Source: an optimization exercise on an open RTL-to-GDS flow (aim: small area). Production flows keep margins and buffers that such runs may drop. Only simulation tests tie the RTL to the original design; equivalence was not proved. Power figures rest on the tool's default switching activity, not on a simulated workload.

## v6
// M65C02_Core
module M65C02_Core(Rst, Clk, IRQ_Msk, xIRQ, Int, Vector, Done, SC, Mode, RMW, IntSvc, ISR, MC, MemTyp, Wait, Rdy, IO_Op, AO, DI, DO, A
, X, Y, S, P, PC, IR, OP1, OP2);
Settings: LEC_CHECK=0, ABC_AREA=1, CAP_MARGIN=20, CORE_MARGIN=2, CORE_UTILIZATION=40, SLEW_MARGIN=20, SYNTH_MEMORY_MAX_BITS=32768; clock period 10.0 ns.
run.sh (not shown) runs the stock make flow with config.mk's settings and CLKGATE_MAP_FILE= SYNTH_SCRIPT=/design/flow/synth_recipe.tcl, a recipe that flattens the netlist after the stock synthesis.
diff inputs: v6 => v7
Settings: putting CTS_BUF_LIST at sky130_fd_sc_hd__clkbuf_8 where nothing was set.
==> flow/flow/run.sh (new file) <==
#!/bin/bash
# Layout flow: the standard flow (standard.sh) with two changes.
#  1. Synthesis is the standard synthesis script (synth_recipe.tcl, which runs
#     ORFS's synth.tcl) except for the ABC script of its final technology
#     mapping, flow/abc_map.script: an area-oriented mapping instead of
#     ORFS's abc_area.script. Registers, flattening and renaming are those of
#     the standard synthesis.
#  2. The port buffers that global placement inserts on every input and
#     output use the smallest buffer, sky130_fd_sc_hd__buf_1.
set -euo pipefail
HERE=$(pwd)
{
  printf 'proc abc {args} {\n'
  printf '  set i [lsearch -exact $args -script]\n'
  printf '  if {$i >= 0} { lset args [expr {$i + 1}] %s/flow/abc_map.script }\n' "$HERE"
  printf '  yosys abc {*}$args\n'
  printf '}\n'
  cat synth_recipe.tcl
} > my_synth.tcl
sed -e "s#SYNTH_SCRIPT=[^ ]*#SYNTH_SCRIPT=$HERE/my_synth.tcl#" standard.sh > my_standard.sh
grep -q "SYNTH_SCRIPT=$HERE/my_synth.tcl" my_standard.sh
export BUFFER_PORTS_ARGS="-buffer_cell sky130_fd_sc_hd__buf_1"
bash my_standard.sh > standard.log 2>&1
==> flow/flow/abc_map.script (new file) <==
strash
&get -n
&dch
&nf -p -R 1000
&put
topo
==> flow/standard.sh (new file) <==
#!/bin/bash
# synth_recipe.tcl (not shown) runs the flow's synth.tcl, then flattens the netlist and writes it again
# the make line also repeats each setting of config.mk as NAME=value (left out here)
make -C /OpenROAD-flow-scripts/flow DESIGN_CONFIG=/design/flow/config.mk WORK_HOME=/design/flow/orfs CLKGATE_MAP_FILE= SYNTH_SCRIPT=/design/flow/synth_recipe.tcl "${@:-finish}"
removed: flow/run.sh
v7 completed every stage of the flow, and the final layout passed the timing, DRC and antenna checks.
Comparing die area for v6 and v7, the bigger number came from v6.
v7 against v6; die outline width is down by a few percent.
Area after synthesis | v7 below v6
In the reports for v6 and v7, the larger via count belongs to v6.
Run comparison: v7 group with the largest share of power registers; v6 group with the largest share of power combinational cells
Re synthesized-area fraction occupied by xor and xnor cells: v6 was lower than v7.
Re count of unique library cells instantiated by Yosys: v7 is 3.0% down on v6.
The core of v7 is more densely filled than that of v6.

== old ==
Another version of the RTL of M65C02_Core (not shown whole).
Size: roughly 130 flip-flops, ~12000 sq um of cells after synthesis.
Settings: LEC_CHECK=0, ABC_AREA=1, CAP_MARGIN=10, CORE_MARGIN=2, CORE_UTILIZATION=50, SLEW_MARGIN=10, SYNTH_MEMORY_MAX_BITS=32768; clock period 10.0 ns.
standard.sh (not shown) runs the stock make flow with config.mk's settings and CLKGATE_MAP_FILE= SYNTH_SCRIPT=/design/flow/synth_recipe.tcl, a recipe that flattens the netlist after the stock synthesis.
==> flow/flow/run.sh <==
#!/bin/bash
# Layout flow: the standard flow (standard.sh) with two changes.
#  1. Synthesis is the standard synthesis script (synth_recipe.tcl, which runs
#     ORFS's synth.tcl) except for the ABC script of its final technology
#     mapping, flow/abc_map.script: a mapping with a 3 ns delay target and
#     area recovery instead of ORFS's abc_area.script. Registers, flattening
#     and renaming are those of the standard synthesis.
#  2. The port buffers that global placement inserts on every input and
#     output use the smallest buffer, sky130_fd_sc_hd__buf_1.
set -euo pipefail
HERE=$(pwd)
{
  printf 'proc abc {args} {\n'
  printf '  set i [lsearch -exact $args -script]\n'
  printf '  if {$i >= 0} { lset args [expr {$i + 1}] %s/flow/abc_map.script }\n' "$HERE"
  printf '  yosys abc {*}$args\n'
  printf '}\n'
  cat synth_recipe.tcl
} > my_synth.tcl
sed -e "s#SYNTH_SCRIPT=[^ ]*#SYNTH_SCRIPT=$HERE/my_synth.tcl#" standard.sh > my_standard.sh
grep -q "SYNTH_SCRIPT=$HERE/my_synth.tcl" my_standard.sh
export BUFFER_PORTS_ARGS="-buffer_cell sky130_fd_sc_hd__buf_1"
bash my_standard.sh > standard.log 2>&1
==> flow/flow/abc_map.script <==
strash
dch
map -D 3000
topo
buffer -c
dnsize -c -D 3000
old: all stages complete, timing, DRC and antenna checks passed
diff inputs: old => new
-- flow/config.mk --
<<< old, line 9
export CAP_MARGIN = 10
>>> new, line 9
export CAP_MARGIN = 20
<<< old, line 12
export SLEW_MARGIN = 10
>>> new, line 12
export SLEW_MARGIN = 20
old -> new: final core utilization delta 0, exact match
Diff old -> new: worst-margin pin slew now sits at about the same level, total number of cells along the worst setup path now sits at about the same level.

[afterwards: timing with drivers on the ports]
Ports are ideal in the flow. The routed layouts listed here were re-timed in OpenROAD. Step 1 assumes that a clkbuf_16 drives the clock port and a buf_2 every other input. Step 2, shift: input delay + t, output delay - t, t = (earliest + latest rising clock arrival at the registers) / 2. This alone moves slack from input paths to output paths. Slacks: no drivers / after step 1 / after step 2; pairs: no drivers / after step 1.
run | t (ns) | setup WS [ns] | worst hold slack (ns) | worst register clock-pin slew, ns | worst data-port slew with drivers (ns)
v6 | 0.504 | 0.487 / 0.430 / 0.821 | 0.420 / 0.420 / 0.420 | 0.08 / 0.08 | 0.05
v7 | 0.527 | 0.240 / 0.193 / 0.718 | 0.439 / 0.439 / 0.439 | 0.10 / 0.10 | 0.08
old | 0.492 | 0.220 / 0.164 / 0.656 | 0.457 / 0.457 / 0.457 | 0.08 / 0.08 | 0.09
new | 0.492 | 0.220 / 0.164 / 0.656 | 0.457 / 0.457 / 0.457 | 0.08 / 0.08 | 0.09
After both steps setup and hold are still met in every run listed.
